What follows belongs to an exercise in optimizing a design on an open flow for small area; a production flow would make more cautious choices. In this exercise RTL edits were held to simulation tests only and were not proved equivalent to the original. No driver is modelled on the clock port, so clocking that relies on it looks cheaper here than on a real chip. No activity file was given, so power comes from the tool's default toggle rates.

$ cat flow/design.v
module microcontroller #(parameter M = 3,
                         parameter N = 16)
                        (input  [15:0]  din,
                         input          clk, rst,
                         output         rw,
                         output [N-1:0] addr,
                         output [N-1:0] dout);
    localparam EX = 3'd0, A3 = 3'd1, L2 = 3'd2, S2 = 3'd3,
               S3 = 3'd4, S4 = 3'd5, CLR = 3'd6;
    reg [2:0]   ph;              
    reg [2:0]   st;              
    reg [111:0] rf;              
    reg [15:0]  r7, mar;
    reg [2:0]   sa, sb;          
    reg         fz, fn, fo;      
    reg         nz;              
    reg         cf;              
    wire [3:0] op = din[15:12];
    wire [2:0] rd = din[11:9];
    wire [2:0] ra = din[8:6];
    wire [2:0] rb = din[5:3];
    wire ex    = (st == EX);
    wire isbin = ~op[3] & (op[2:0] <= 3'd4);
    wire ismn  = (op == 4'd5) | (op == 4'd6);
    wire isnop = (op == 4'd7) | (op == 4'd11);
    wire isldi = (op == 4'd10);
    wire isbr  = (op[3:2] == 2'b11);
    wire isld  = (op == 4'd8);
    wire isst  = (op == 4'd9);
    wire ld7   = isld & (rd == 3'd7);    
    wire last  = (ph == 3'd7);
    wire s34   = (st == S3) | (st == S4);
    wire taken = (op[1:0] == 2'b11) | (op[1:0] == 2'b00 & fz) |
                 (op[1:0] == 2'b01 & fn) | (op[1:0] == 2'b10 & fo);
    localparam Y_ZERO = 3'd0, Y_ONE = 3'd1, Y_Z = 3'd2, Y_NZ = 3'd3,
               Y_OFF = 3'd4, Y_ONES = 3'd5;
    localparam F_ADD = 2'd0, F_AND = 2'd1, F_OR = 2'd2, F_XOR = 2'd3;
    localparam W_RES = 2'd0, W_DIN = 2'd1, W_R7 = 2'd2;
    wire [2:0] xs  = ex ? ra : s34 ? sb : sa;
    wire [2:0] dst = ex ? (isst ? ra : rd) : xs;
    reg       x7;
    reg [2:0] ysel;
    reg [1:0] fn_sel;
    reg       cin0;      
    reg       we7;       
    reg       wen;       
    reg [1:0] wsel;
    reg       fset, fzero, fdin, osel;
    reg [2:0] nst;
    always @(*) begin
        x7 = 1'b0; ysel = Y_ZERO; fn_sel = F_ADD; cin0 = 1'b0;
        we7 = 1'b0; wen = 1'b0; wsel = W_RES;
        fset = 1'b0; fzero = 1'b0; fdin = 1'b0; osel = 1'b0; nst = EX;
        case (st)
        EX: begin
            if (isbin) begin
                wen = 1'b1; fset = 1'b1; nst = A3;
                case (op[2:0])
                3'd0: begin ysel = Y_Z; osel = 1'b1; end
                3'd1: begin ysel = Y_NZ; cin0 = 1'b1; osel = 1'b1; end
                3'd2: begin ysel = Y_Z; fn_sel = F_AND; end
                3'd3: begin ysel = Y_Z; fn_sel = F_OR; end
                default: begin ysel = Y_Z; fn_sel = F_XOR; end
                endcase
            end else if (ismn | ld7) begin
                ysel = (op == 4'd5) ? Y_ONES : Y_ZERO; fn_sel = F_XOR;
                wen = ismn; fset = 1'b1; nst = A3;
            end else if (isld | isst) begin
                we7 = 1'b1; wen = 1'b1; wsel = W_R7; fset = isld;
                nst = isld ? L2 : S2;
            end else if (isbr) begin
                x7 = 1'b1; ysel = taken ? Y_OFF : Y_ONE; we7 = 1'b1;
                fset = taken; osel = 1'b1;
            end else begin           
                x7 = 1'b1; ysel = Y_ONE; we7 = 1'b1; fset = 1'b1;
                fzero = isnop; fdin = isldi; wen = isldi; wsel = W_DIN;
            end
        end
        A3: begin
            x7 = 1'b1; ysel = Y_ONE; we7 = 1'b1;
        end
        L2: begin
            ysel = Y_ONE; we7 = 1'b1; wen = 1'b1; wsel = W_DIN;
        end
        S2: begin
            we7 = 1'b1; wen = 1'b1; wsel = W_R7; nst = S3;
        end
        S3: begin
            we7 = 1'b1; wen = 1'b1; wsel = W_R7; fset = 1'b1; nst = S4;
        end
        S4: begin
            ysel = Y_ONE; we7 = 1'b1; wen = 1'b1; wsel = W_R7;
        end
        default: begin               
            fn_sel = F_AND; we7 = 1'b1; wen = 1'b1;
        end
        endcase
    end
    function [1:0] tail(input [2:0] i, input [111:0] f, input [1:0] r);
        case (i)
        3'd0: tail = f[1:0];
        3'd1: tail = f[17:16];
        3'd2: tail = f[33:32];
        3'd3: tail = f[49:48];
        3'd4: tail = f[65:64];
        3'd5: tail = f[81:80];
        3'd6: tail = f[97:96];
        default: tail = r;
        endcase
    endfunction
    wire [1:0] xr = tail(xs, rf, r7[1:0]);
    wire [1:0] xv = x7 ? r7[1:0] : xr;
    wire [1:0] zv = tail(rb, rf, r7[1:0]);
    wire [1:0] draw = din[{ph, 1'b0} +: 2];
    wire       sxl  = ex & isldi & ph[2];
    wire       sxb  = ex & isbr & (ph[2:1] == 2'b11);
    wire [1:0] dv   = sxl ? {2{din[8]}} : sxb ? {2{din[11]}} : draw;
    reg [1:0] yv;
    always @(*) begin
        case (ysel)
        Y_ONE:  yv = {1'b0, (ph == 3'd0)};
        Y_Z:    yv = zv;
        Y_NZ:   yv = ~zv;
        Y_OFF:  yv = dv;
        Y_ONES: yv = 2'b11;
        default: yv = 2'b00;
        endcase
    end
    wire       c0 = (ph == 3'd0) ? cin0 : cf;
    wire       s0 = xv[0] ^ yv[0] ^ c0;
    wire       c1 = (xv[0] & yv[0]) | (xv[0] & c0) | (yv[0] & c0);
    wire       s1 = xv[1] ^ yv[1] ^ c1;
    wire       c2 = (xv[1] & yv[1]) | (xv[1] & c1) | (yv[1] & c1);
    wire       ovf = c1 ^ c2;
    reg [1:0] res;
    always @(*) begin
        case (fn_sel)
        F_AND: res = xv & yv;
        F_OR:  res = xv | yv;
        F_XOR: res = xv ^ yv;
        default: res = {s1, s0};
        endcase
    end
    wire [1:0] wd   = (wsel == W_DIN) ? dv : (wsel == W_R7) ? r7[1:0] : res;
    wire [1:0] fd   = fzero ? 2'b00 : fdin ? dv : res;
    wire       clr  = (st == CLR);
    wire [1:0] r7in = we7 ? res : r7[1:0];
    wire       mar_ld = last & (st != S2) & (st != S3);
    wire [1:0] ta  = ((ex & (isst | (isld & ~ld7))) | (st == L2) | (st == S4)) ? xr : r7[1:0];
    wire [1:0] tb  = (ex & isbr & taken) ? {2{din[11]}} : 2'b00;
    wire       tc  = cf & ~(ex & (isbin | ismn | isld | isst));
    wire [1:0] top = clr ? 2'b00 : ta + tb + {1'b0, tc};
    assign addr = mar_ld ? {top, r7[15:2]} : mar;
    assign dout = r7;
    assign rw   = (st == S4) & (ph == 3'd0);
    integer k;
    always @(posedge clk) begin
        for (k = 0; k < 7; k = k + 1)
            rf[16*k +: 16] <= {(clr | (wen & (dst == k))) ? wd : rf[16*k +: 2],
                               rf[16*k+2 +: 14]};
        r7 <= {r7in, r7[15:2]};
        mar <= addr;
        cf <= c2;
        nz <= ((ph != 3'd0) & nz) | (|fd);
        if (ex) begin
            sa <= dst;
            sb <= rb;
        end
        if (rst) begin
            ph <= 3'd0;
            st <= CLR;
            fz <= 1'b0; fn <= 1'b0; fo <= 1'b0;
        end else begin
            ph <= ph + 3'd1;
            if (last) begin
                st <= nst;
                if (fset) begin
                    fz <= ~(nz | (|fd));
                    fn <= fd[1];
                    fo <= osel & ovf;
                end
            end
        end
    end
endmodule
$ cat flow/config.mk
export PLATFORM = sky130hd
export DESIGN_NAME = microcontroller
export DESIGN_NICKNAME = microcontroller
export VERILOG_FILES = /design/flow/design.v
export SDC_FILE = /design/flow/constraint.sdc
export NUM_CORES = 4
export LEC_CHECK = 0
export ABC_AREA = 1
export CAP_MARGIN = 20
export CORE_MARGIN = 2
export CORE_UTILIZATION = 40
export SLEW_MARGIN = 20
$ cat flow/standard.sh
#!/bin/bash
# synth_recipe.tcl (not shown) runs the flow's synth.tcl, then flattens the netlist and writes it again
# the make line also repeats each setting of config.mk as NAME=value (left out here)
make -C /OpenROAD-flow-scripts/flow DESIGN_CONFIG=/design/flow/config.mk WORK_HOME=/design/flow/orfs CLKGATE_MAP_FILE= SYNTH_SCRIPT=/design/flow/synth_recipe.tcl "${@:-finish}"
$ cat flow/constraint.sdc
create_clock -name core_clock -period 7.0 [get_ports {clk}]
set_input_delay 1.4000 -clock core_clock [delete_from_list [all_inputs] [get_ports {clk}]]
set_output_delay 1.4000 -clock core_clock [all_outputs]
set_load 0.01 [all_outputs]
$ cat flow/flow/abc_area.script
strash
dch -f
amap
topo
$ cat flow/flow/run.sh
#!/bin/bash
# Standard ORFS layout, except:
#  - synthesis maps with an area-only ABC script (flow/abc_area.script),
#    through a copy of ORFS's scripts folder; everything else in synthesis
#    is the standard synthesis (synth_recipe.tcl),
#  - ports are buffered with buf_1,
#  - the clock tree uses clkbuf_8 and no dummy loads.
# Each make run's output goes to its own log file here.
set -euo pipefail
rm -rf scr
cp -r "$FLOW_HOME/scripts" scr
cp flow/abc_area.script scr/abc_area.script
bash standard.sh synth "SCRIPTS_DIR=$PWD/scr" > synth_make.log 2>&1
bash standard.sh finish \
  "BUFFER_PORTS_ARGS=-buffer_cell sky130_fd_sc_hd__buf_1" \
  "CTS_ARGS=-sink_clustering_enable -repair_clock_nets -dont_use_dummy_load -buf_list sky130_fd_sc_hd__clkbuf_8" \
  > flow_make.log 2>&1
==> results of run 1 <==
## cells by family after synthesis
family,synth area share (%)
buf+inv,4.606
compound gates,17.26
fa+ha+maj,2.876
flops,63.95
simple gates,11.31
## power by group through the flow
stage | sequential, uW | clock [uW] | combinational [uW]
floorplan | 1000 | 0 | 80.1
global placement | 1000 | 0 | 121
detailed placement | 1010 | 0 | 123
CTS | 987 | 501 | 124
global route | 991 | 534 | 136
finish | 986 | 475 | 124
## registers in the layout (all words and copies together), names as in the netlist, 3 cells and up
register and cells:
rf 112, mar 16, r7 16, ph 3
sa 3, sb 3, st 3
## layout by cell type (no fill, tap or decap), types with 2 or more instances in the layout
cell,netlist,routed
ha_1,7,7
a31oi_1,2,2
clkbuf_8,0,17
edfxtp_1,6,6
a21o_1,2,2
o21a_1,6,6
dfxtp_1,155,155
o22a_1,18,18
a2111oi_0,3,3
o221ai_1,8,8
buf_1,0,50
nor3_1,9,8
or3_1,5,5
clkinv_1,63,63
a22oi_1,9,9
nand3_1,17,17
fa_1,3,3
o22ai_1,27,27
buf_4,0,3
nand2_1,22,22
nor4_1,5,5
a21oi_1,23,23
nor2_1,61,61
o21ai_0,17,17
o31ai_1,2,2
or2_0,7,7
o31a_1,2,2
a221oi_1,3,3
nor2b_1,2,2
## area by class of cell
class	count	area share [%]
clock buffer	17	4.035
inverter	63	4.079
multi-input combinational	270	27.92
sequential	161	56.62
tap	172	3.712
timing repair buffer	53	3.625
## path summary, 6_finish.rpt
path	to	slack (ns)	cells after the start
setup / recovery	fz$_SDFFE_PP0P_	0.68	24
hold / removal	rf[12]$_DFF_P_	0.30	0
setup reg to reg	fz$_SDFFE_PP0P_	1.25	23
hold reg to reg	rf[12]$_DFF_P_	0.30	0
## routing by layer
layer	vias to the layer above	share of wire [%]
li1	1874	-
met1	1753	50
met2	96	45
met3	16	3.5
met4	0	1.8
met5	-	0
## stage by stage
step                      hold WS (ns)  instance area, um2
after floorplan                 0.3096                5134
after detailed placement        0.3121                5564
after global placement          0.3100                5564
after global routing            0.3072                5798
after CTS                       0.2999                5798
final                           0.3023                5798
## worst max-delay path: stages
cell and delay, ns:
buf_1 0.20, clkinv_1 0.16, nor2_1 0.23, clkinv_1 0.14, a211oi_1 0.33, nor2_1 0.14, clkinv_1 0.09, nor2_1 0.06
a21oi_1 0.26, o211a_1 0.21, o31a_1 0.20, a2111oi_0 0.09, a2111oi_0 0.73, clkinv_1 0.29, fa_1 0.47, clkinv_1 0.09
fa_1 0.39, nor2_1 0.11, a311oi_1 0.09, a221oi_1 0.50, or2_0 0.21, nor3_1 0.06, a21oi_1 0.11, nor2_1 0.05
==> impl_metrics.json, run 1 <==
{
  "avgRoutedWirePerCell_um": 14.73,
  "cts_tree": "yes",
  "postCtsResizedCells": 0,
  "hold_viol_final": 0,
  "fillers": 1214,
  "swShare_pct": 22.22,
  "hpwl_mm": 8.070,
  "yosys-top-cells-count": "dfxtp_1 (155), clkinv_1 (63), nor2_1 (61)",
  "seqCellArea_mm2": 0.003283,
  "ys_seq_elements": 161,
  "grt_first_pass_wirelength_mm": 17.38,
  "port_buffers": 50,
  "post_cts_buffers": 0,
  "yosysTopAreaCell": "dfxtp_1",
  "die_x_um": 117.3,
  "h-tree-depth": 4,
  "layout-area-overhead-vs-synth_pct": 12.94,
  "post-route-util_pct": 46.13,
  "cts-root-buf": "clkbuf_8",
  "combinationalPowerShare_pct": 7.8,
  "syn_area_per_cell_um2": 10.39,
  "numCtsBuffers": 17,
  "synth_ff_type": "dfxtp_1",
  "critPathArrivalTime_ns": 6.63,
  "postRouteAntennaNets": 0,
  "path_class": "in2reg",
  "syn_area_mm2": 0.005134,
  "multi_input_area_mm2": 0.001619,
  "status": "complete, no violations",
  "fin_skew_ns": 0.02608,
  "gp_congestion": 0.9263,
  "peakVddDrop_mv": 0.09477,
  "design_power_total_uw": 1585,
  "clkPwrFrac_pct": 30.0,
  "setup_viol_count_final": 0,
  "synth_top_area_share_pct": 60.44,
  "min_from": "rf[14]$_DFF_P_",
  "nets": 594,
  "timing.final.crit_period_ns": 6.318,
  "clk_pin_slew_ns": 0.08,
  "maxSlewHeadroom_pct": 42.62,
  "dr.first_iter.drc_count": 175,
  "clock_sinks": 161,
  "overflow": 0,
  "synth.most_common_cell": "dfxtp_1",
  "crit_start": "din[13]",
  "tightest_slew_ns": 0.8516,
  "postRouteWirelength_mm": 10.84,
  "grt_max_degree": 21,
  "synth.yosys.seq_area_share_pct": 63.95,
  "die_h_um": 117.3,
  "r2r-start": "st[1]$_SDFFE_PP1N_",
  "place_inst": 719,
  "via_count": 3739,
  "yosys_warnings": 1,
  "antenna_found_initial": 0,
  "grt.met3_usage_pct": 5.046,
  "antenna_cells": 0,
  "use_met1_pct": 22.37,
  "path_max_fanout": 5,
  "layout.cells.non_filler": 736,
  "power.density_mw_per_mm2": 273.3,
  "seqPwrFrac_pct": 62.2,
  "start_util_pct": 40.85,
  "drive_gt1_share_pct": 3.723,
  "p_int_uw": 1233,
  "synth_edf_count": 6,
  "grt_pass1_vias": 3556,
  "drc_errors": 0,
  "drt-pass1-iter-count": 5,
  "ios": 51,
  "async_flop_share_pct": 0,
  "p_leak_uw": 0.002125,
  "synth_fp_nets": 522,
  "synth.distinct_cells": 36,
  "cts_buffer_depth": 2,
  "clkLatencyLatePin_ns": 0.43,
  "rows": 41,
  "fmax_mhz": 158.3,
  "viasPerCell": 5.080,
  "netlist_instances": 494,
  "end_kind": "register",
  "finalCritPeriodShare_pct": 90.26,
  "start_kind": "input pin",
  "grtUsageTotal_pct": 16.80,
  "drv_cap": 0,
  "worstHoldPathType": "reg2reg",
  "grt_setup_unrepaired": "false",
  "fp.coreArea_mm2": 0.01257,
  "worstPathRequired_ns": 7.31,
  "busiest_layer": "met2",
  "dp_slack_ns": 0.4198,
  "final.setup.tns_ns": 0,
  "cts_hold_buf": 0,
  "use_met2_pct": 25.40,
  "dieArea_mm2": 0.01376,
  "layout_setup_ws_ns": 0.6816,
  "maxSlewViolCount": 0,
  "synth_area_leaders": "dfxtp_1 (60%), clkinv_1 (4.6%), nor2_1 (4.5%), edfxtp_1 (3.5%), o22ai_1 (3.3%)",
  "switchingPower_uw": 352.0
}
==> run 2, diff against run 1 <==
==> flow/flow/run.sh (replaced) <==
#!/bin/bash
# Standard ORFS layout, except:
#  - synthesis maps with an area-only ABC script (flow/abc_area.script) and
#    leaves adders to ABC (no full-adder extraction); it runs the standard flow's own
#    synthesis script (synth_recipe.tcl) on a copy of ORFS's scripts folder
#    that differs only in abc_area.script,
#  - ports are buffered with buf_1,
#  - the clock tree is built from clkbuf_4 without dummy loads, and
#    flow/post_cts.tcl upsizes the clock buffers whose sinks see a slow edge.
# Each make run's output goes to its own log file here.
set -euo pipefail
rm -rf scr
cp -r "$FLOW_HOME/scripts" scr
cp flow/abc_area.script scr/abc_area.script
bash standard.sh synth "SCRIPTS_DIR=$PWD/scr" "ADDER_MAP_FILE=" > synth_make.log 2>&1
bash standard.sh finish \
  "BUFFER_PORTS_ARGS=-buffer_cell sky130_fd_sc_hd__buf_1" \
  "CTS_ARGS=-sink_clustering_enable -repair_clock_nets -dont_use_dummy_load -buf_list sky130_fd_sc_hd__clkbuf_4" \
  "POST_CTS_TCL=$PWD/flow/post_cts.tcl" \
  > flow_make.log 2>&1
==> flow/flow/post_cts.tcl (new file) <==
# Upsize the clock buffers whose sinks see a slow clock edge to clkbuf_8,
# then legalize the placement again.
estimate_parasitics -placement
proc worst_sink_slew {b} {
  set w 0
  set net [get_nets -of_objects [get_pins [get_name $b]/X]]
  foreach p [get_pins -of_objects $net] {
    if {[get_property $p direction] != "input"} continue
    foreach pr {slew_max_rise slew_max_fall} {
      catch { set s [get_property $p $pr]; if {$s > $w} {set w $s} }
    }
  }
  return $w
}
set n 0
foreach b [get_cells clkbuf_*] {
  if {[get_property $b ref_name] != "sky130_fd_sc_hd__clkbuf_4"} continue
  set s [worst_sink_slew $b]
  if {$s > 0.100} {
    replace_cell $b sky130_fd_sc_hd__clkbuf_8
    puts "post_cts: [get_name $b] clkbuf_4 -> clkbuf_8 (sink slew $s)"
    incr n
  }
}
puts "post_cts: upsized $n clock buffers"
if {$n > 0} {
  detailed_placement
  check_placement -verbose
  estimate_parasitics -placement
}
==> run 2 against run 1 <==
Compared with the run above:
- still clean
- sequential share of layout area grew 1.9 points
- combinational power shrank 9%
- worst hold slack gained 0.0042 ns
- area after synthesis shrank 2.5%
- sequential cell count is the same
- final area shrank 3.2%
- die area shrank 2.4%
- wire length grew 4.3%
- clock power shrank 8.6%
- critical path type is now in2out
- largest cell class unchanged
==> impl_metrics.json, run 2 <==
{
  "status": "complete, no violations",
  "yosys-top-cells-count": "dfxtp_1 (155), clkinv_1 (65), nor2_1 (53)",
  "path_max_fanout": 5,
  "overflow": 0,
  "fmax_mhz": 166.5,
  "hold_viol_final": 0,
  "rows": 40,
  "drt-pass1-iter-count": 5,
  "synth.distinct_cells": 33,
  "viasPerCell": 5.189,
  "start_kind": "input pin",
  "ios": 51,
  "peakVddDrop_mv": 0.1226,
  "p_int_uw": 1168,
  "synth_area_leaders": "dfxtp_1 (62%), clkinv_1 (4.9%), o22ai_1 (4.9%), nor2_1 (4.0%), edfxtp_1 (3.6%)",
  "yosysTopAreaCell": "dfxtp_1",
  "largest_reg_flops": 112,
  "hpwl_mm": 8.377,
  "cts_tree": "yes",
  "async_flop_share_pct": 0,
  "top_regs": "rf: 112 flops, mar: 16 flops, r7: 16 flops",
  "maxSlewViolCount": 0,
  "drv_cap": 0,
  "grt_setup_unrepaired": "false",
  "cp_slowest_cell": "a41oi_1",
  "drc_errors": 0,
  "seqPwrFrac_pct": 63.7,
  "hold_depth": 0,
  "fp.coreArea_mm2": 0.01211,
  "synth_ff_type": "dfxtp_1",
  "yosys_warnings": 1,
  "grt_first_pass_wirelength_mm": 18.08,
  "grt_max_degree": 19,
  "maxSlewHeadroom_pct": 45.70,
  "mostFrequentLayoutCells": "dfxtp_1 (155), clkinv_1 (65), nor2_1 (53)",
  "nets": 578,
  "combinationalPowerShare_pct": 7.5,
  "layout.cells.non_filler": 726,
  "via_count": 3767,
  "syn_area_mm2": 0.005006,
  "grtUsageTotal_pct": 17.99,
  "gp_congestion": 0.9296,
  "synth_top_area_share_pct": 61.98,
  "port_buffers": 50,
  "layout_setup_ws_ns": 0.9933,
  "syn_area_per_cell_um2": 10.24,
  "ys_seq_elements": 161,
  "dp_slack_ns": 1.037,
  "fin_skew_ns": 0.02992,
  "clkLatencyLatePin_ns": 0.43,
  "setup_viol_count_final": 0,
  "timing.final.crit_period_ns": 6.007,
  "postRouteAntennaNets": 0,
  "tightest_slew_ns": 0.8060,
  "die_x_um": 115.9,
  "holdWs_ns": 0.3064,
  "synth.yosys.seq_area_share_pct": 65.58,
  "synth_edf_count": 6,
  "start_util_pct": 41.33,
  "netlist_instances": 489,
  "final.setup.tns_ns": 0,
  "cp_cell_sequence": "buf_1, clkinv_1, nand2_1, clkinv_1, a41oi_1, a21oi_1, nor3_1, a311oi_1, o31ai_1, clkinv_1, nand2_1, nor2_1, o21ai_0, nor2_1, a21oi_1, o21ai_0, o21ai_0, buf_1",
  "dr.first_iter.drc_count": 271,
  "dieArea_mm2": 0.01343,
  "fillers": 1184,
  "p_leak_uw": 0.001998,
  "antenna_found_initial": 0,
  "layout-area-overhead-vs-synth_pct": 12.15,
  "synth_fp_nets": 507,
  "drive_gt1_share_pct": 3.584,
  "synth.most_common_cell": "dfxtp_1",
  "swShare_pct": 22.49,
  "finalCritPeriodShare_pct": 85.81,
  "grt_pass1_vias": 3618,
  "clk_pin_slew_ns": 0.09,
  "switchingPower_uw": 338.9,
  "final_common_cell": "dfxtp_1",
  "antenna_cells": 0,
  "worstPathRequired_ns": 5.60,
  "postRouteWirelength_mm": 11.31,
  "clock_sinks": 161,
  "critPathArrivalTime_ns": 4.61,
  "path_class": "in2out",
  "worstHoldPathType": "reg2reg",
  "top_register": "rf",
  "place_inst": 709,
  "r2r_cells": 20,
  "avgRoutedWirePerCell_um": 15.58,
  "max_stage_delay_ns": 0.36,
  "power.density_mw_per_mm2": 268.4,
  "die_h_um": 115.9,
  "clkPwrFrac_pct": 28.8,
  "end_kind": "output port"
}
==> run 2: logic make-up after synthesis <==
family,Yosys count,share of synthesized area [%]
DFF,161,65.58
buffers and inverters,65,4.874
and+or+nand+nor,133,11.77
AOI/OAI and AO/OA,130,17.77
==> run 2: power by group through the flow <==
stage               Sequential (uW)  Clock (uW)  Combinational (uW)
floorplan                       980           0                73.4
global placement                981           0                 113
detailed placement              982           0                 114
global route                    964         492                 125
finish                          960         434                 113
==> run 2: final cells by class <==
type	instances	area, um2	area share (%)
Inverter	65	244.0	4.346
Timing Repair Buffer	52	202.7	3.610
Clock buffer	17	190.2	3.388
Multi-Input combinational cell	263	1484	26.43
Tap cell	168	210.2	3.744
Sequential cell	161	3283	58.48
==> run 2: metal layers <==
metal	part of all wire, %	vias up	global-route usage (%)
met2	48	116	29.32
met1	45	1757	21.99
met3	5.3	21	6.015
met5	0	-	0
met4	2.1	0	7.302
li1	-	1873	-
==> run 2: path summary, 6_finish.rpt <==
kind	start	to	slack, ns
setup / recovery	din[13]	addr[15]	0.99
hold / removal	rf[77]$_DFF_P_	rf[75]$_DFF_P_	0.31
setup reg to reg	st[1]$_SDFFE_PP1N_	rf[14]$_DFF_P_	1.84
hold reg to reg	rf[77]$_DFF_P_	rf[75]$_DFF_P_	0.31
==> run 2: worst max-delay path: cells and delay by family <==
| family | cells | cell delay, ns |
|---|---|---|
| AO/OA/AOI/OAI | 8 | 1.59 |
| AND/OR/NAND/NOR | 5 | 0.72 |
| buffers and inverters | 5 | 0.90 |
==> run 2: per-stage QoR <==
step                      util, %  total power (uW)  instance area (um2)
after detailed placement    44.78              1096                 5424
final                       46.35              1507                 5614
after global routing        46.35              1580                 5614
after floorplan                 -              1053                 5006
after global placement      44.78              1094                 5424
==> run 3, diff against run 2 <==
==> flow/flow/run.sh (replaced) <==
#!/bin/bash
# Standard ORFS layout, except:
#  - synthesis maps with an area-only ABC script (flow/abc_area.script) and
#    leaves adders to ABC (no full-adder extraction); it runs the standard flow's own
#    synthesis script (synth_recipe.tcl) on a copy of ORFS's scripts folder
#    that differs only in abc_area.script,
#  - ports are buffered with buf_1,
#  - the clock tree is built from clkbuf_2 without dummy loads, and
#    flow/post_cts.tcl sizes each leaf clock buffer for a clock edge of at most 115 ps.
# Each make run's output goes to its own log file here.
set -euo pipefail
rm -rf scr
cp -r "$FLOW_HOME/scripts" scr
cp flow/abc_area.script scr/abc_area.script
bash standard.sh synth "SCRIPTS_DIR=$PWD/scr" "ADDER_MAP_FILE=" > synth_make.log 2>&1
bash standard.sh finish \
  "BUFFER_PORTS_ARGS=-buffer_cell sky130_fd_sc_hd__buf_1" \
  "CTS_ARGS=-sink_clustering_enable -repair_clock_nets -dont_use_dummy_load -buf_list sky130_fd_sc_hd__clkbuf_2" \
  "POST_CTS_TCL=$PWD/flow/post_cts.tcl" \
  > flow_make.log 2>&1
==> flow/flow/post_cts.tcl (replaced) <==
# Size each leaf clock buffer to the smallest clkbuf whose sinks see a
# clock edge of at most 115 ps (placement parasitics), then legalize the
# placement again.
set lim 0.115
set sizes {sky130_fd_sc_hd__clkbuf_2 sky130_fd_sc_hd__clkbuf_4
           sky130_fd_sc_hd__clkbuf_8 sky130_fd_sc_hd__clkbuf_16}
proc worst_sink_slew {b} {
  set w 0
  set net [get_nets -of_objects [get_pins [get_name $b]/X]]
  foreach p [get_pins -of_objects $net] {
    if {[get_property $p direction] != "input"} continue
    foreach pr {slew_max_rise slew_max_fall} {
      catch { set s [get_property $p $pr]; if {$s > $w} {set w $s} }
    }
  }
  return $w
}
proc size_leaf {b sizes lim start} {
  set i $start
  foreach sz [lrange $sizes $start end] {
    replace_cell $b $sz
    estimate_parasitics -placement
    if {[worst_sink_slew $b] <= $lim} break
    incr i
  }
  return $i
}
estimate_parasitics -placement
foreach b [get_cells clkbuf_*] {
  if {[get_name $b] == "clkbuf_0_clk"} continue
  size_leaf $b $sizes $lim 0
}
# upsizing leaves loads the root: check again
for {set pass 0} {$pass < 3} {incr pass} {
  set fixed 0
  foreach b [get_cells clkbuf_*] {
    if {[get_name $b] == "clkbuf_0_clk"} continue
    if {[worst_sink_slew $b] > $lim} {
      set cur [lsearch $sizes [get_property $b ref_name]]
      if {$cur < [expr [llength $sizes] - 1]} { size_leaf $b $sizes $lim [expr $cur + 1]; incr fixed }
    }
  }
  if {$fixed == 0} break
}
foreach b [get_cells clkbuf_*] {
  puts "post_cts: [get_name $b] [get_property $b ref_name] sink slew [worst_sink_slew $b]"
}
detailed_placement
check_placement -verbose
estimate_parasitics -placement
==> run 3 against run 2 <==
Compared with the run above:
- sequential power hardly changed
- sequential share of layout area is 0.35 points higher
- via count is 0.56% higher
- register-to-register slack hardly changed
==> impl_metrics.json, run 3 <==
{
  "nets": 578,
  "overflow": 0,
  "async_flop_share_pct": 0,
  "largest_reg_flops": 112,
  "worstHoldPathType": "reg2reg",
  "yosys-top-cells-count": "dfxtp_1 (155), clkinv_1 (65), nor2_1 (53)",
  "top_register": "rf",
  "start_kind": "register",
  "avgRoutedWirePerCell_um": 15.68,
  "path_class": "reg2out",
  "netlist_instances": 489,
  "fp.coreArea_mm2": 0.01211,
  "antenna_cells": 0,
  "clkLatencyLatePin_ns": 0.70,
  "viasPerCell": 5.218,
  "syn_area_per_cell_um2": 10.24,
  "gp_congestion": 0.9296,
  "ios": 51,
  "synth_fp_nets": 507,
  "clock_sinks": 161,
  "postRouteAntennaNets": 0,
  "grt_max_degree": 19,
  "setup_viol_count_final": 0,
  "placed_area_mm2": 0.005424,
  "synth_ff_type": "dfxtp_1",
  "drive_gt1_share_pct": 3.584,
  "antenna_found_initial": 0,
  "grt_setup_unrepaired": "false",
  "r2r_cells": 20,
  "seqCellArea_mm2": 0.003283,
  "cts_tree": "yes",
  "synth.distinct_cells": 33,
  "layout-area-overhead-vs-synth_pct": 11.47,
  "fillers": 1188,
  "fin_skew_ns": 0.03690,
  "worstPathRequired_ns": 5.60,
  "postRouteWirelength_mm": 11.39,
  "status": "complete, no violations",
  "power.density_mw_per_mm2": 262.8,
  "path_max_fanout": 8,
  "fmax_mhz": 160.7,
  "drv_cap": 0,
  "ys_seq_elements": 161,
  "synth.yosys.seq_area_share_pct": 65.58,
  "synth_edf_count": 6,
  "syn_area_mm2": 0.005006,
  "hold_depth": 0,
  "grt_pass1_vias": 3578,
  "via_count": 3788,
  "top_regs": "rf: 112 flops, mar: 16 flops, r7: 16 flops",
  "final_common_cell": "dfxtp_1",
  "drc_errors": 0,
  "critPathArrivalTime_ns": 4.82,
  "p_leak_uw": 0.001985,
  "peakVddDrop_mv": 0.1340,
  "crit_start": "st[1]$_SDFFE_PP1N_",
  "maxSlewViolCount": 0,
  "min_from": "rf[111]$_DFF_P_",
  "rows": 40,
  "dieArea_mm2": 0.01343,
  "clk_pin_slew_ns": 0.11,
  "drt-pass1-iter-count": 6,
  "synth.most_common_cell": "dfxtp_1",
  "design_area_mm2": 0.005580,
  "start_util_pct": 41.33,
  "r2r-start": "st[1]$_SDFFE_PP1N_",
  "grt_first_pass_wirelength_mm": 18.03,
  "dr.first_iter.drc_count": 245,
  "mostFrequentLayoutCells": "dfxtp_1 (155), clkinv_1 (65), nor2_1 (53)",
  "hold_viol_final": 0,
  "maxSlewHeadroom_pct": 45.51,
  "end_kind": "output port",
  "yosys_warnings": 1,
  "grtUsageTotal_pct": 17.94,
  "die_x_um": 115.9,
  "synth_area_leaders": "dfxtp_1 (62%), clkinv_1 (4.9%), o22ai_1 (4.9%), nor2_1 (4.0%), edfxtp_1 (3.6%)",
  "tightest_slew_ns": 0.8088,
  "port_buffers": 50,
  "finalCritPeriodShare_pct": 88.92,
  "yosysTopAreaCell": "dfxtp_1",
  "final.setup.tns_ns": 0,
  "design_power_total_uw": 1467,
  "die_h_um": 115.9,
  "timing.final.crit_period_ns": 6.225,
  "multi_input_area_mm2": 0.001484,
  "synth_top_area_share_pct": 61.98,
  "hpwl_mm": 8.377
}
==> run 3: cell counts after synthesis <==
Identical to the previous run, type by type.
==> run 3: worst max-delay path, cell delays in order, from the launching register on <==
cell and delay, ns:
dfxtp_1 0.39, clkinv_1 0.19, nand2_1 0.20, nor2_1 0.07, nor2_1 0.29, clkinv_1 0.23, o221ai_1 0.24, o21ai_0 0.34
or3_1 0.48, o22ai_1 0.16, nor3_1 0.09, o221ai_1 0.08, o21ai_0 0.18, o22ai_1 0.24, nand2_1 0.08, o21ai_0 0.11
nor2_1 0.09, a21oi_1 0.15, o21ai_0 0.11, o21ai_0 0.21, buf_1 0.20
==> run 3: metal layers <==
layer	vias up	GRT usage (%)	wire (um)
met5	-	0	0
met4	0	7.778	234
met3	24	5.126	573
met2	118	29.36	5438
met1	1767	22.19	5139
li1	1879	-	-
==> run 3: through the flow <==
stage | utilization (%) | hold slack [ns] | instances | setup slack [ns]
2_1_floorplan | - | 0.3096 | 489 | 1.756
3_3_place_gp | 44.78 | 0.3098 | 709 | 1.176
3_5_place_dp | 44.78 | 0.3121 | 709 | 1.037
5_1_grt | 46.07 | 0.2981 | 726 | 0.1886
6_report | 46.07 | 0.2985 | 726 | 0.7753
==> run 3: kinds of logic (layout without fill, tap and decap cells) <==
group           Yosys count  count (layout)  synth area share, %
flops                   161             161                65.58
buf+inv                  65             134                4.874
simple gates            133             133                11.77
compound gates          130             130                17.77
==> run 3: worst paths after layout <==
| check | to | slack, ns |
|---|---|---|
| worst min register to register | rf[109]$_DFF_P_ | 0.30 |
| worst max register to register | rf[14]$_DFF_P_ | 1.83 |
| worst max-delay path | addr[15] | 0.78 |
| worst min-delay path | rf[109]$_DFF_P_ | 0.30 |
==> run 3: where the power goes <==
| group | leakage, uW | internal, uW | switching [uW] | total, uW |
|---|---|---|---|---|
| clock | 0.0000907 | 138 | 255 | 393 |
| sequential | 0.00131 | 952 | 8.79 | 960 |
| combinational | 0.000587 | 43.4 | 70.0 | 113 |
==> run 3: layout make-up <==
cell class	instances	area share, %
inverter	65	4.372
multi-input combinational	263	26.59
sequential	161	58.83
clock buffer	17	2.803
tap	168	3.767
timing repair buffer	52	3.632
==> run 4, diff against run 3 <==
--- a/flow/flow/run.sh
+++ b/flow/flow/run.sh
@@ -1,6 +1,7 @@
 #!/bin/bash
 # Standard ORFS layout, except:
-#  - synthesis maps with an area-only ABC script (flow/abc_area.script) and
+#  - synthesis restructures with &deepsyn and maps with amap, for area
+#    (flow/abc_area.script), and
 #    leaves adders to ABC (no full-adder extraction); it runs the standard flow's own
 #    synthesis script (synth_recipe.tcl) on a copy of ORFS's scripts folder
 #    that differs only in abc_area.script,
==> flow/flow/abc_area.script (replaced) <==
strash
&get -n
&deepsyn -T 30 -S 1
&put
amap
topo
==> run 4 against run 3 <==
Compared with the run above:
- still clean
- sequential power up 2.2%
- register-to-register slack gained 0.61 ns
- final cell count is 7.2% lower
- utilization down 0.89 points
- clock power fell by 1%
- critical path type unchanged
- critical endpoint unchanged
- largest cell class unchanged
- highest routed layer unchanged
==> impl_metrics.json, run 4 <==
{
  "viasPerCell": 5.237,
  "via_count": 3530,
  "syn_area_mm2": 0.004846,
  "dr.first_iter.drc_count": 331,
  "ys_seq_elements": 161,
  "r2r-start": "st[1]$_SDFFE_PP1N_",
  "hpwl_mm": 8.048,
  "start_util_pct": 40.68,
  "fp.coreArea_mm2": 0.01191,
  "clock_sinks": 161,
  "worstHoldPathType": "reg2reg",
  "swShare_pct": 22.62,
  "synth_fp_nets": 477,
  "place_inst": 657,
  "end_kind": "output port",
  "top_regs": "rf: 112 flops, mar: 16 flops, r7: 16 flops",
  "cts_tree": "yes",
  "overflow": 0,
  "crit_start": "st[1]$_SDFFE_PP1N_",
  "critPathArrivalTime_ns": 4.32,
  "final.setup.tns_ns": 0,
  "maxSlewViolCount": 0,
  "mostFrequentLayoutCells": "dfxtp_1 (155), clkinv_1 (83), buf_1 (50)",
  "syn_area_per_cell_um2": 10.56,
  "timing.final.crit_period_ns": 5.715,
  "grt.met3_usage_pct": 5.982,
  "nets": 547,
  "postRouteWirelength_mm": 10.66,
  "antenna_found_initial": 0,
  "grt_first_pass_wirelength_mm": 17.21,
  "largest_reg_flops": 112,
  "fin_skew_ns": 0.02957,
  "dieArea_mm2": 0.01301,
  "yosys_warnings": 1,
  "gp_congestion": 0.9160,
  "die_x_um": 114.1,
  "port_buffers": 50,
  "synth_ff_type": "dfxtp_1",
  "yosys-top-cells-count": "dfxtp_1 (155), clkinv_1 (83), nor2_1 (42)",
  "r2r_cells": 16,
  "synth.distinct_cells": 30,
  "synth.most_common_cell": "dfxtp_1",
  "hold_viol_final": 0,
  "maxSlewHeadroom_pct": 37.02,
  "path_class": "reg2out",
  "ios": 51,
  "dp_slack_ns": 1.387,
  "path_max_fanout": 12,
  "p_leak_uw": 0.001936,
  "grt_setup_unrepaired": "false",
  "worstPathRequired_ns": 5.60,
  "avgRoutedWirePerCell_um": 15.82,
  "peakVddDrop_mv": 0.1752,
  "grtUsageTotal_pct": 17.46,
  "p_int_uw": 1152,
  "start_kind": "register",
  "top_register": "rf",
  "synth_top_area_share_pct": 64.03,
  "clkPwrFrac_pct": 26.1,
  "synth_edf_count": 6,
  "async_flop_share_pct": 0,
  "clk_pin_slew_ns": 0.10,
  "layout_setup_ws_ns": 1.285,
  "r2r_slack_ns": 2.44,
  "endpoint": "addr[15]",
  "yosysTopAreaCell": "dfxtp_1",
  "combinationalPowerShare_pct": 8.0,
  "final_common_cell": "dfxtp_1",
  "drv_cap": 0,
  "finalCritPeriodShare_pct": 81.64,
  "fillers": 1163,
  "switchingPower_uw": 336.6,
  "post-route-util_pct": 45.19,
  "use_met1_pct": 21.83,
  "synth_area_leaders": "dfxtp_1 (64%), clkinv_1 (6.4%), o21ai_0 (3.7%), edfxtp_1 (3.7%), nor2_1 (3.3%)",
  "drive_gt1_share_pct": 3.416,
  "tightest_slew_ns": 0.9423,
  "rows": 40,
  "power.density_mw_per_mm2": 276.5,
  "grt_max_degree": 19,
  "die_h_um": 114.1,
  "clkLatencyLatePin_ns": 0.67,
  "setup_viol_count_final": 0,
  "drt-pass1-iter-count": 5,
  "holdWs_ns": 0.3043,
  "status": "complete, no violations",
  "use_met2_pct": 26.87,
  "layout-area-overhead-vs-synth_pct": 11.08,
  "seqPwrFrac_pct": 65.9,
  "rr_endpoint": "rf[78]$_DFF_P_",
  "postRouteAntennaNets": 0,
  "netlist_instances": 459,
  "busiest_layer": "met2",
  "grt_pass1_vias": 3358,
  "layout.cells.non_filler": 674,
  "drc_errors": 0,
  "antenna_cells": 0,
  "synth.yosys.seq_area_share_pct": 67.75,
  "fmax_mhz": 175.0
}
==> run 4: through the flow <==
step,power (uW),instance area [um2]
floorplan,1076,4846
global placement,1120,5225
detailed placement,1122,5225
global route,1560,5383
finish,1488,5383
==> run 4: power by group through the flow <==
| stage | clock [uW] | combinational [uW] | sequential, uW |
|---|---|---|---|
| finish | 388 | 119 | 981 |
| global route | 443 | 131 | 986 |
| detailed placement | 0 | 118 | 1000 |
| global placement | 0 | 118 | 1000 |
| floorplan | 0 | 77.1 | 999 |
==> run 4: worst min path at each step <==
stage	end	cells past startpoint	from
2_1_floorplan	rf[0]$_DFF_P_	0	rf[2]$_DFF_P_
3_3_place_gp	rf[38]$_DFF_P_	0	rf[40]$_DFF_P_
3_5_place_dp	rf[49]$_DFF_P_	0	rf[51]$_DFF_P_
5_1_grt	rf[83]$_DFF_P_	0	rf[85]$_DFF_P_
6_report	rf[65]$_DFF_P_	0	rf[67]$_DFF_P_
==> run 4: logic make-up after synthesis <==
kind of cell / Yosys count / share of synthesized area [%]
DFF: 161 / 67.75
buffers and inverters: 83 / 6.429
AOI/OAI and AO/OA: 129 / 18.31
and+or+nand+nor: 86 / 7.514
==> run 4: cell type report <==
class / count / area (um2) / area share, %
multi-input combinational: 215 / 1252 / 23.27
clock buffer: 17 / 156.4 / 2.906
sequential: 161 / 3283 / 60.99
inverter: 83 / 311.5 / 5.788
timing repair buffer: 51 / 195.2 / 3.626
tap: 147 / 183.9 / 3.417
==> run 4: routing by layer <==
layer / wire length [um] / share of wire (%) / up-vias
li1: - / - / 1727
met1: 4810 / 45 / 1651
met2: 4882 / 46 / 127
met3: 663 / 6.2 / 25
met4: 308 / 2.9 / 0
met5: 0 / 0 / -
==> run 4: critical path: stages, from the launching register on <==
cell and delay (ns):
dfxtp_1 0.43, clkinv_1 0.21, nand2_1 0.16, nor2_1 0.21, a222oi_1 0.70, nor2_1 0.20, a222oi_1 0.43, clkinv_1 0.12
o221ai_1 0.26, o22ai_1 0.18, o21ai_0 0.16, o21ai_0 0.15, nand2_1 0.09, o211ai_1 0.08, o21ai_0 0.10, buf_1 0.17
==> run 5, diff against run 4 <==
--- a/flow/design.v
+++ b/flow/design.v
@@ -150,7 +150,7 @@
     wire [1:0] tb  = (ex & isbr & taken) ? {2{din[11]}} : 2'b00;
     wire       tc  = cf & ~(ex & (isbin | ismn | isld | isst));
     wire [1:0] top = clr ? 2'b00 : ta + tb + {1'b0, tc};
-    assign addr = mar_ld ? {top, r7[15:2]} : mar;
+    assign addr = mar_ld ? {r7in, r7[15:2]} : mar;
     assign dout = r7;
     assign rw   = (st == S4) & (ph == 3'd0);
     integer k;
==> run 5 against run 4 <==
Compared with the run above:
- still clean
- via count down 6.0%
- final area down 2.1%
- clock skew up 0.024 ns
- first-iteration DRC count down 14%
- wire length down 9.1%
- clock-buffer cell count unchanged
- combinational power down about 60%
- maximum frequency down 12%
- die area down 2.7%
- largest cell class unchanged
==> impl_metrics.json, run 5 <==
{
  "worstPathRequired_ns": 5.60,
  "path_class": "in2out",
  "start_util_pct": 41.08,
  "dp_slack_ns": 0.6268,
  "peakVddDrop_mv": 0.1949,
  "synth.yosys.seq_area_share_pct": 69.69,
  "synth_fp_nets": 451,
  "hold_viol_final": 0,
  "maxSlewHeadroom_pct": 44.41,
  "fin_skew_ns": 0.05338,
  "end_kind": "output port",
  "yosys-top-cells-count": "dfxtp_1 (155), clkinv_1 (67), nor2_1 (45)",
  "top_register": "rf",
  "drive_gt1_share_pct": 4.374,
  "synth_ff_type": "dfxtp_1",
  "antenna_found_initial": 0,
  "grtUsageTotal_pct": 16.03,
  "synth_edf_count": 6,
  "synth_top_area_share_pct": 65.87,
  "clock_sinks": 161,
  "top_regs": "rf: 112 flops, mar: 16 flops, r7: 16 flops",
  "layout-area-overhead-vs-synth_pct": 11.85,
  "layout_setup_ws_ns": 0.5196,
  "final.setup.tns_ns": 0,
  "clkLatencyLatePin_ns": 0.68,
  "dieArea_mm2": 0.01266,
  "power.density_mw_per_mm2": 260.3,
  "status": "complete, no violations",
  "post-route-util_pct": 45.95,
  "viasPerCell": 5.138,
  "ys_seq_elements": 161,
  "fmax_mhz": 154.3,
  "yosys_warnings": 1,
  "place_inst": 629,
  "grt_pass1_vias": 3086,
  "final_common_cell": "dfxtp_1",
  "fp.coreArea_mm2": 0.01147,
  "start_kind": "input pin",
  "dr.first_iter.drc_count": 286,
  "p_leak_uw": 0.001912,
  "drt-pass1-iter-count": 5,
  "yosysTopAreaCell": "dfxtp_1",
  "hpwl_mm": 7.147,
  "clk_pin_slew_ns": 0.11,
  "die_h_um": 112.5,
  "grt_first_pass_wirelength_mm": 15.44,
  "cts_tree": "yes",
  "syn_area_per_cell_um2": 10.88,
  "worstHoldPathType": "reg2reg",
  "synth.most_common_cell": "dfxtp_1",
  "async_flop_share_pct": 0,
  "setup_viol_count_final": 0,
  "finalCritPeriodShare_pct": 92.58,
  "grt_max_degree": 20,
  "ios": 51,
  "critPathArrivalTime_ns": 5.08,
  "antenna_cells": 0,
  "tightest_slew_ns": 0.8339,
  "netlist_instances": 433,
  "overflow": 0,
  "drc_errors": 0,
  "maxSlewViolCount": 0,
  "synth.distinct_cells": 28,
  "largest_reg_flops": 112,
  "via_count": 3319,
  "synth_area_leaders": "dfxtp_1 (66%), clkinv_1 (5.3%), edfxtp_1 (3.8%), nor2_1 (3.6%), o21ai_0 (3.2%)",
  "rows": 39,
  "syn_area_mm2": 0.004711,
  "gp_congestion": 0.9453,
  "timing.final.crit_period_ns": 6.480,
  "mostFrequentLayoutCells": "dfxtp_1 (155), clkinv_1 (67), buf_1 (50)",
  "fillers": 1104,
  "grt_setup_unrepaired": "false",
  "die_x_um": 112.5,
  "postRouteWirelength_mm": 9.692,
  "avgRoutedWirePerCell_um": 15.00,
  "postRouteAntennaNets": 0,
  "path_max_fanout": 10,
  "drv_cap": 0,
  "port_buffers": 50,
  "layout.cells.non_filler": 646,
  "nets": 523
}
-- run 5: cell type report --
cell class                      instances  area, um2  share of cell area [%]
Timing Repair Buffer                   53      210.2                   3.990
Inverter                               67      251.5                   4.773
Sequential cell                       161       3283                   62.31
Multi-Input combinational cell        205       1185                   22.49
Clock buffer                           17      160.2                   3.040
Tap cell                              143      178.9                   3.396
-- run 5: worst paths after layout --
kind                 startpoint              end  slack [ns]  depth (start not counted)
max                     din[13]         addr[15]        0.52                         19
min              rf[74]$_DFF_P_   rf[72]$_DFF_P_        0.30                          0
max reg2reg  st[0]$_SDFFE_PP0N_  rf[111]$_DFF_P_        2.30                         19
min reg2reg      rf[74]$_DFF_P_   rf[72]$_DFF_P_        0.30                          0
-- run 5: power breakdown --
group / switching, uW / internal [uW] / total, uW
combinational: 31.8 / 15.3 / 47.1
sequential: 3.17 / 926 / 930
clock: 254 / 141 / 395
-- run 5: metal layers --
| metal | global-route usage, % | vias up | wire length, um |
|---|---|---|---|
| met1 | 21.54 | 1540 | 4756 |
| met5 | 0 | - | 0 |
| li1 | - | 1667 | - |
| met4 | 6.748 | 0 | 157 |
| met3 | 5.616 | 13 | 515 |
| met2 | 23.57 | 99 | 4262 |
-- run 5: stage by stage --
step	cell area, um2	power (uW)	hold slack, ns
2_1_floorplan	4711	978.9	0.3096
3_3_place_gp	5100	996.1	0.3100
3_5_place_dp	5100	996.5	0.3121
5_1_grt	5269	1439	0.3019
6_report	5269	1371	0.3040
-- run 5: cells by family after synthesis --
group                  after synthesis  synth area share [%]
AOI/OAI and AO/OA                  120                 17.64
buffers and inverters               67                 5.339
and+or+nand+nor                     85                 7.331
DFF                                161                 69.69
-- run 5: worst max-delay path, cell delays in order --
cell and delay [ns]:
buf_1 0.34, a22oi_1 0.18, a31oi_2 0.26, o21ai_0 0.18, o21ai_0 0.30, clkinv_1 0.10
a32oi_1 0.30, a21oi_1 0.14, nor2_1 0.14, a21oi_1 0.04, a31oi_1 0.23, nor2_1 0.07
o21ai_0 0.32, clkinv_1 0.17, nor2_1 0.17, o211ai_1 0.14, o22ai_1 0.24, a22o_1 0.18
buf_1 0.17
==> run 6, diff against run 5 <==
--- a/flow/design.v
+++ b/flow/design.v
@@ -108,8 +108,7 @@
         default: tail = r;
         endcase
     endfunction
-    wire [1:0] xr = tail(xs, rf, r7[1:0]);
-    wire [1:0] xv = x7 ? r7[1:0] : xr;
+    wire [1:0] xv = x7 ? r7[1:0] : tail(xs, rf, r7[1:0]);
     wire [1:0] zv = tail(rb, rf, r7[1:0]);
     wire [1:0] draw = din[{ph, 1'b0} +: 2];
     wire       sxl  = ex & isldi & ph[2];
@@ -146,10 +145,6 @@
     wire       clr  = (st == CLR);
     wire [1:0] r7in = we7 ? res : r7[1:0];
     wire       mar_ld = last & (st != S2) & (st != S3);
-    wire [1:0] ta  = ((ex & (isst | (isld & ~ld7))) | (st == L2) | (st == S4)) ? xr : r7[1:0];
-    wire [1:0] tb  = (ex & isbr & taken) ? {2{din[11]}} : 2'b00;
-    wire       tc  = cf & ~(ex & (isbin | ismn | isld | isst));
-    wire [1:0] top = clr ? 2'b00 : ta + tb + {1'b0, tc};
     assign addr = mar_ld ? {r7in, r7[15:2]} : mar;
     assign dout = r7;
     assign rw   = (st == S4) & (ph == 3'd0);
--- a/flow/flow/run.sh
+++ b/flow/flow/run.sh
@@ -7,7 +7,7 @@
 #    that differs only in abc_area.script,
 #  - ports are buffered with buf_1,
 #  - the clock tree is built from clkbuf_2 without dummy loads, and
-#    flow/post_cts.tcl sizes each leaf clock buffer for a clock edge of at most 115 ps.
+#    flow/post_cts.tcl sizes each leaf clock buffer for a clock edge of at most 120 ps.
 # Each make run's output goes to its own log file here.
 set -euo pipefail
 rm -rf scr
--- a/flow/flow/post_cts.tcl
+++ b/flow/flow/post_cts.tcl
@@ -1,7 +1,7 @@
 # Size each leaf clock buffer to the smallest clkbuf whose sinks see a
-# clock edge of at most 115 ps (placement parasitics), then legalize the
+# clock edge of at most 120 ps (placement parasitics), then legalize the
 # placement again.
-set lim 0.115
+set lim 0.120
 set sizes {sky130_fd_sc_hd__clkbuf_2 sky130_fd_sc_hd__clkbuf_4
            sky130_fd_sc_hd__clkbuf_8 sky130_fd_sc_hd__clkbuf_16}
 proc worst_sink_slew {b} {
==> run 6 against run 5 <==
Compared with the run above:
- still clean
- area after synthesis rose by 0.77%
- setup slack worse by 0.13 ns
- sequential power rose by 3.0%
- wire length up 1.7%
- final area up 1.3%
- total power grew 5.5%
- worst hold slack gained 0.0025 ns
- clock skew is 0.015 ns lower
- sequential share of layout area is 0.79 points lower
- non-clock buffer count rose by 5
- clock power decreased by 1%
- final cell count grew 1.9%
- critical endpoint unchanged
==> impl_metrics.json, run 6 <==
{
  "top_register": "rf",
  "antenna_found_initial": 0,
  "path_buf_inv": 6,
  "synth_ff_type": "dfxtp_1",
  "p_leak_uw": 0.001964,
  "nets": 535,
  "cp_slowest_cell": "or3_1",
  "finalCritPeriodShare_pct": 94.44,
  "seqPwrFrac_pct": 66.2,
  "via_count": 3365,
  "synth.most_common_cell": "dfxtp_1",
  "maxSlewViolCount": 0,
  "hold_viol_final": 0,
  "power.density_mw_per_mm2": 271.1,
  "fillers": 1084,
  "start_kind": "input pin",
  "drive_gt1_share_pct": 5.825,
  "netlist_instances": 440,
  "fmax_mhz": 151.3,
  "cts_tree": "yes",
  "clk_pin_slew_ns": 0.11,
  "timing.final.crit_period_ns": 6.611,
  "path_class": "in2out",
  "swShare_pct": 22.56,
  "grt_pass1_vias": 3143,
  "final_common_cell": "dfxtp_1",
  "critPathArrivalTime_ns": 5.21,
  "synth_fp_nets": 458,
  "min_from": "rf[94]$_DFF_P_",
  "synth.distinct_cells": 32,
  "die_x_um": 112.9,
  "postRouteWirelength_mm": 9.858,
  "crit_family": "compound AO/OA/AOI/OAI gates",
  "cp_cell_sequence": "clkbuf_2, clkinv_1, buf_4, nand2_1, a21oi_1, or3_1, nor3_2, clkinv_1, o221ai_1, o21a_1, a31o_1, o21bai_1, o221a_1, or2_0, o21ai_0, clkinv_1, nor2_1, nor2_1, a211o_1, nor2_1, a21oi_1, o21ai_0, buf_1",
  "die_h_um": 112.9,
  "crit_start": "din[13]",
  "worstPathRequired_ns": 5.60,
  "p_int_uw": 1120,
  "synth_top_area_share_pct": 65.37,
  "top_regs": "rf: 112 flops, mar: 16 flops, r7: 16 flops",
  "max_stage_delay_ns": 0.42,
  "maxSlewHeadroom_pct": 34.94,
  "synth_edf_count": 6,
  "clkLatencyLatePin_ns": 0.69,
  "ios": 51,
  "grt_first_pass_wirelength_mm": 15.81,
  "largest_reg_flops": 112,
  "start_util_pct": 41.22,
  "drv_cap": 0,
  "layout-area-overhead-vs-synth_pct": 12.41,
  "final.setup.tns_ns": 0,
  "tightest_slew_ns": 0.9723,
  "design_power_total_uw": 1447,
  "gp_congestion": 0.9494,
  "peakVddDrop_mv": 0.1359,
  "end_kind": "output port",
  "async_flop_share_pct": 0,
  "postRouteAntennaNets": 0,
  "combinationalPowerShare_pct": 6.9,
  "viasPerCell": 5.114,
  "setup_viol_count_final": 0,
  "yosys_warnings": 1,
  "drc_errors": 0,
  "dr.first_iter.drc_count": 258,
  "clock_sinks": 161,
  "ys_seq_elements": 161,
  "r2r-start": "st[1]$_SDFFE_PP1N_",
  "hpwl_mm": 7.358,
  "status": "complete, no violations",
  "yosysTopAreaCell": "dfxtp_1",
  "antenna_cells": 0,
  "path_max_fanout": 6,
  "avgRoutedWirePerCell_um": 14.98,
  "synth_area_leaders": "dfxtp_1 (65%), clkinv_1 (5.6%), edfxtp_1 (3.8%), nor2_1 (3.6%), o21ai_0 (3.0%)",
  "synth.yosys.seq_area_share_pct": 69.16,
  "overflow": 0,
  "yosys-top-cells-count": "dfxtp_1 (155), clkinv_1 (71), nor2_1 (45)",
  "drt-pass1-iter-count": 17,
  "mostFrequentLayoutCells": "dfxtp_1 (155), clkinv_1 (70), buf_1 (48)",
  "fin_skew_ns": 0.03803,
  "port_buffers": 50,
  "rows": 39,
  "switchingPower_uw": 326.4,
  "dieArea_mm2": 0.01276,
  "syn_area_mm2": 0.004747,
  "syn_area_per_cell_um2": 10.79,
  "fp.coreArea_mm2": 0.01152,
  "grtUsageTotal_pct": 16.20,
  "clkPwrFrac_pct": 27.0,
  "grt_max_degree": 20,
  "worstHoldPathType": "reg2reg"
}
run 6: changes by cell type after synthesis, moves of 3 or more:
cell,previous run,this run
a31oi_1,6,3
clkinv_1,67,71
o22a_1,1,15
o31ai_1,0,4
a22o_1,16,0
o22ai_1,23,20
a22oi_1,3,6
nand2_1,22,27
nand3_1,6,3
run 6: through the flow:
step / setup slack, ns / util, % / cell area [um2] / cells / hold WS, ns
2_1_floorplan: 0.7362 / - / 4747 / 440 / 0.3096
3_3_place_gp: 0.3376 / 44.93 / 5174 / 641 / 0.3099
3_5_place_dp: 0.1144 / 44.93 / 5174 / 641 / 0.3121
5_1_grt: -0.01197 / 46.34 / 5336 / 658 / 0.3142
6_report: 0.3892 / 46.34 / 5336 / 658 / 0.3066
run 6: worst register-to-register path, cell delays in order, from the launching register on:
cell and delay [ns]:
dfxtp_1 0.46, clkinv_1 0.23, nand2_1 0.14, nor2_1 0.21
a222oi_1 0.76, clkinv_1 0.29, nand2_1 0.14, nor2_1 0.04
a2111oi_0 0.44, nor3_1 0.11, a21oi_1 0.18, or2_0 0.20
o21ai_0 0.14, clkinv_1 0.10, nor2_1 0.06, nor2_1 0.10
a211o_1 0.12, o31ai_1 0.09, a222oi_1 0.30, buf_4 0.23
o21ai_0 0.13
run 6: power by group through the flow:
stage | combinational, uW | clock (uW) | sequential [uW]
2_1_floorplan | 63.1 | 0 | 977
3_3_place_gp | 98.5 | 0 | 978
3_5_place_dp | 99.2 | 0 | 979
5_1_grt | 108 | 447 | 961
6_report | 99.2 | 390 | 958
run 6: area by class of cell:
type / count / area [um2] / area share (%)
clock buffer: 17 / 150.1 / 2.814
inverter: 71 / 266.5 / 4.994
multi-input combinational: 208 / 1207 / 22.63
sequential: 161 / 3283 / 61.52
tap: 143 / 178.9 / 3.353
timing repair buffer: 58 / 250.2 / 4.689
run 6: per-layer routing:
| layer | track usage (%) | share of wire [%] | vias to the layer above |
|---|---|---|---|
| met3 | 4.981 | 5.6 | 15 |
| li1 | - | - | 1683 |
| met2 | 23.61 | 44 | 100 |
| met4 | 6.829 | 1.9 | 0 |
| met1 | 22.42 | 49 | 1567 |
| met5 | 0 | 0 | - |
run 6: cells by family (layout without fill, tap and decap cells):
| logic type | after synthesis | after routing | synth area share, % |
|---|---|---|---|
| buffers and inverters | 71 | 146 | 5.614 |
| AOI/OAI and AO/OA | 120 | 120 | 17.69 |
| and+or+nand+nor | 88 | 88 | 7.538 |
| DFF | 161 | 161 | 69.16 |
run 6: path summary, 6_finish.rpt:
| kind | to | slack, ns | cells past startpoint |
|---|---|---|---|
| worst max register to register | rf[31]$_DFF_P_ | 2.38 | 20 |
| worst min-delay path | rf[92]$_DFF_P_ | 0.31 | 0 |
| worst min register to register | rf[92]$_DFF_P_ | 0.31 | 0 |
| worst max-delay path | addr[15] | 0.39 | 23 |
==> run 7, diff against run 6 <==
==> flow/flow/run.sh (replaced) <==
#!/bin/bash
# Standard ORFS layout, except:
#  - synthesis restructures the logic with ABC's &deepsyn and maps it with
#    amap, for area (flow/abc_area.script), and leaves adders to ABC (no
#    full-adder extraction).  It runs the standard flow's own synthesis script
#    (synth_recipe.tcl) on copies of ORFS's scripts folder that differ only
#    in abc_area.script; it does so for three &deepsyn seeds in parallel and
#    keeps the synthesis with the smallest cell area,
#  - ports are buffered with buf_1,
#  - the clock tree is built from clkbuf_2 without dummy loads, and
#    flow/post_cts.tcl sizes each leaf clock buffer for a clock edge of at
#    most 120 ps.
# Each tool run's output goes to its own log file here.
set -euo pipefail
seeds="1 2 3"
for s in $seeds; do
  rm -rf "scr_$s" "orfs_$s"
  cp -r "$FLOW_HOME/scripts" "scr_$s"
  sed "s/SEED/$s/" flow/abc_area.script > "scr_$s/abc_area.script"
  sed "s#WORK_HOME=[^ ]*#WORK_HOME=$PWD/orfs_$s#" standard.sh > "standard_$s.sh"
  bash "standard_$s.sh" synth "SCRIPTS_DIR=$PWD/scr_$s" "ADDER_MAP_FILE=" \
    > "synth_make_$s.log" 2>&1 &
done
wait
best=""; best_area=""
for s in $seeds; do
  a=$(awk '/Chip area/ {print $NF}' "orfs_$s/reports/sky130hd/microcontroller/base/synth_stat.txt")
  echo "seed $s: synthesis cell area $a" >> synth_pick.log
  if [[ -z "$best" ]] || awk -v a="$a" -v b="$best_area" 'BEGIN {exit !(a < b)}'; then
    best=$s; best_area=$a
  fi
done
echo "kept seed $best" >> synth_pick.log
rm -rf orfs
cp -a "orfs_$best" orfs
bash standard.sh finish \
  "BUFFER_PORTS_ARGS=-buffer_cell sky130_fd_sc_hd__buf_1" \
  "CTS_ARGS=-sink_clustering_enable -repair_clock_nets -dont_use_dummy_load -buf_list sky130_fd_sc_hd__clkbuf_2" \
  "POST_CTS_TCL=$PWD/flow/post_cts.tcl" \
  > flow_make.log 2>&1
==> flow/flow/abc_area.script (replaced) <==
strash
&get -n
&deepsyn -T 30 -S SEED
&put
amap
topo
==> run 7 against run 6 <==
Compared with the run above:
- sequential share of layout area rose by 1.2 points
- global-route usage grew 0.29 points
- combinational power fell by 49%
- clock-buffer cell count did not move
- maximum frequency is 3.9% higher
- largest power group unchanged
==> impl_metrics.json, run 7 <==
{
  "status": "complete, no violations",
  "grtUsageTotal_pct": 16.48,
  "layout-area-overhead-vs-synth_pct": 11.40,
  "antenna_found_initial": 1,
  "finalCritPeriodShare_pct": 90.89,
  "dr.first_iter.drc_count": 280,
  "fp.coreArea_mm2": 0.01142,
  "drt-pass1-iter-count": 10,
  "top_regs": "rf: 112 flops, mar: 16 flops, r7: 16 flops",
  "place_inst": 625,
  "via_count": 3374,
  "viasPerCell": 5.231,
  "synth.yosys.seq_area_share_pct": 69.88,
  "ys_seq_elements": 161,
  "clk_pin_slew_ns": 0.11,
  "synth.distinct_cells": 30,
  "grt_first_pass_wirelength_mm": 15.84,
  "drv_cap": 0,
  "top_register": "rf",
  "yosys_warnings": 1,
  "seqPwrFrac_pct": 69.0,
  "timing.final.crit_period_ns": 6.362,
  "clkLatencyLatePin_ns": 0.69,
  "final.setup.tns_ns": 0,
  "largest_reg_flops": 112,
  "hpwl_mm": 7.325,
  "peakVddDrop_mv": 0.2222,
  "nets": 521,
  "syn_area_mm2": 0.004698,
  "design_power_total_uw": 1369,
  "path_max_fanout": 10,
  "clkPwrFrac_pct": 27.3,
  "synth_ff_type": "dfxtp_1",
  "port_buffers": 50,
  "netlist_instances": 430,
  "clock_sinks": 161,
  "start_util_pct": 41.15,
  "synth_area_leaders": "dfxtp_1 (66%), clkinv_1 (4.3%), edfxtp_1 (3.8%), o21ai_0 (3.6%), nor2_1 (3.0%)",
  "p_int_uw": 1076,
  "swShare_pct": 21.37,
  "mostFrequentLayoutCells": "dfxtp_1 (155), clkinv_1 (54), buf_1 (50)",
  "postRouteAntennaNets": 0,
  "yosys-top-cells-count": "dfxtp_1 (155), clkinv_1 (54), nor2_1 (38)",
  "combinationalPowerShare_pct": 3.7,
  "avgRoutedWirePerCell_um": 15.40,
  "grt_pass1_vias": 3203,
  "critPathArrivalTime_ns": 4.96,
  "setup_viol_count_final": 0,
  "tightest_slew_ns": 0.7792,
  "p_leak_uw": 0.001934,
  "overflow": 0,
  "drive_gt1_share_pct": 4.192,
  "end_kind": "output port",
  "rows": 39,
  "holdWs_ns": 0.2843,
  "switchingPower_uw": 292.4,
  "worstPathRequired_ns": 5.60,
  "gp_congestion": 0.9429,
  "path_class": "reg2out",
  "yosysTopAreaCell": "dfxtp_1",
  "die_x_um": 112.4,
  "final_common_cell": "dfxtp_1",
  "fmax_mhz": 157.2,
  "layout.cells.non_filler": 645,
  "hold_viol_final": 0,
  "drc_errors": 0,
  "synth_top_area_share_pct": 66.05,
  "grt_max_degree": 19,
  "die_h_um": 112.4,
  "async_flop_share_pct": 0,
  "cts_tree": "yes",
  "postRouteWirelength_mm": 9.931,
  "maxSlewHeadroom_pct": 47.86,
  "ios": 51,
  "grt_setup_unrepaired": "false",
  "synth_edf_count": 6,
  "syn_area_per_cell_um2": 10.93,
  "design_area_mm2": 0.005234,
  "start_kind": "register",
  "placed_area_mm2": 0.005080,
  "dieArea_mm2": 0.01263,
  "fin_skew_ns": 0.05760,
  "synth_fp_nets": 448,
  "maxSlewViolCount": 0,
  "worstHoldPathType": "reg2reg",
  "power.density_mw_per_mm2": 261.5,
  "synth.most_common_cell": "dfxtp_1"
}
run 7: layout make-up:
type	count	area [um2]
fill	1089	6185
tap	143	178.9
antenna	1	2.502
timing repair buffer	54	212.7
sequential	161	3283
multi-input combinational	215	1212
inverter	54	202.7
clock buffer	17	141.4
run 7: worst paths after layout:
kind,start,to,slack (ns),cells past startpoint
worst max register to register,st[0]$_SDFFE_PP0N_,rf[79]$_DFF_P_,2.05,20
worst min-delay path,rf[13]$_DFF_P_,rf[11]$_DFF_P_,0.28,0
worst max-delay path,st[0]$_SDFFE_PP0N_,addr[15],0.64,19
worst min register to register,rf[13]$_DFF_P_,rf[11]$_DFF_P_,0.28,0
run 7: power groups by stage:
stage,Clock (uW),Combinational [uW],Sequential [uW]
floorplan,0,29.5,964
global placement,0,49.3,965
detailed placement,0,48.9,966
global route,436,55.2,947
finish,374,50.4,944
run 7: cell families (layout without fill, tap and decap cells):
group | count (synthesis) | count (layout) | synth area share, %
flops | 161 | 161 | 69.88
buf+inv | 54 | 125 | 4.314
simple gates | 87 | 87 | 7.643
other cells | 0 | 1 | 0
compound gates | 128 | 128 | 18.16
run 7: per-stage QoR:
stage          worst slack (ns)  utilization (%)
6_report                 0.6377            45.84
5_1_grt               0.0007208            45.84
3_5_place_dp              1.062            44.49
3_3_place_gp              1.176            44.49
2_1_floorplan             1.672                -
run 7: critical path: stages (launching register included):
cell and delay, ns:
dfxtp_1 0.38, clkinv_1 0.12, nand2_1 0.08, nor2_1 0.60, clkinv_1 0.44, nor2_1 0.40, o21ai_0 0.26, clkinv_1 0.10
o21ai_0 0.08, a31oi_1 0.22, o22ai_1 0.10, a21oi_1 0.20, nor2_1 0.11, nor2_1 0.21, nor2_1 0.10, o21a_1 0.18
o32a_1 0.19, o22ai_1 0.19, a22o_1 0.17, buf_1 0.15
run 7: routing by layer:
metal / global-route usage, % / up-vias / share of wire [%]
li1: - / 1664 / -
met1: 22.05 / 1556 / 47
met2: 23.13 / 126 / 43
met3: 6.803 / 28 / 7.0
met4: 7.886 / 0 / 2.7
met5: 0 / - / 0

==> afterwards: timing with drivers on the ports <==
In the flow no input, the clock included, has a driving cell. The finished layouts below were timed again as built, in two steps.
Step 1 sets driving cells, clkbuf_16 on the clock port and buf_2 on the other inputs (assumed; they add their load-dependent delay and slew).
Step 2 also shifts input and output timing later by t, the mid clock arrival at the registers, as if the neighbouring blocks saw the same clock.
Three values: ideal ports, drivers, drivers and shift; two values: the first two.
| run | t (ns) | setup WS [ns] | latest minus earliest clock arrival (ns) | cell pins on the clock port's net |
|---|---|---|---|---|
| run 1 | 0.450 | 0.682 / 0.693 / 0.243 | 0.026 / 0.026 | 1 |
| run 2 | 0.453 | 0.993 / 0.973 / 0.973 | 0.032 / 0.032 | 1 |
| run 3 | 0.710 | 0.775 / 0.744 / 0.953 | 0.038 / 0.038 | 1 |
| run 4 | 0.689 | 1.285 / 1.255 / 1.282 | 0.032 / 0.031 | 1 |
| run 5 | 0.685 | 0.520 / 0.484 / 0.484 | 0.054 / 0.053 | 1 |
| run 6 | 0.707 | 0.389 / 0.356 / 0.356 | 0.038 / 0.038 | 1 |
| run 7 | 0.688 | 0.638 / 0.609 / 0.877 | 0.059 / 0.059 | 1 |
After both steps setup and hold are still met in every run listed. The setup slack of run 1, which loses most, moves by +0.011 ns with the drivers and by -0.439 ns with both steps.
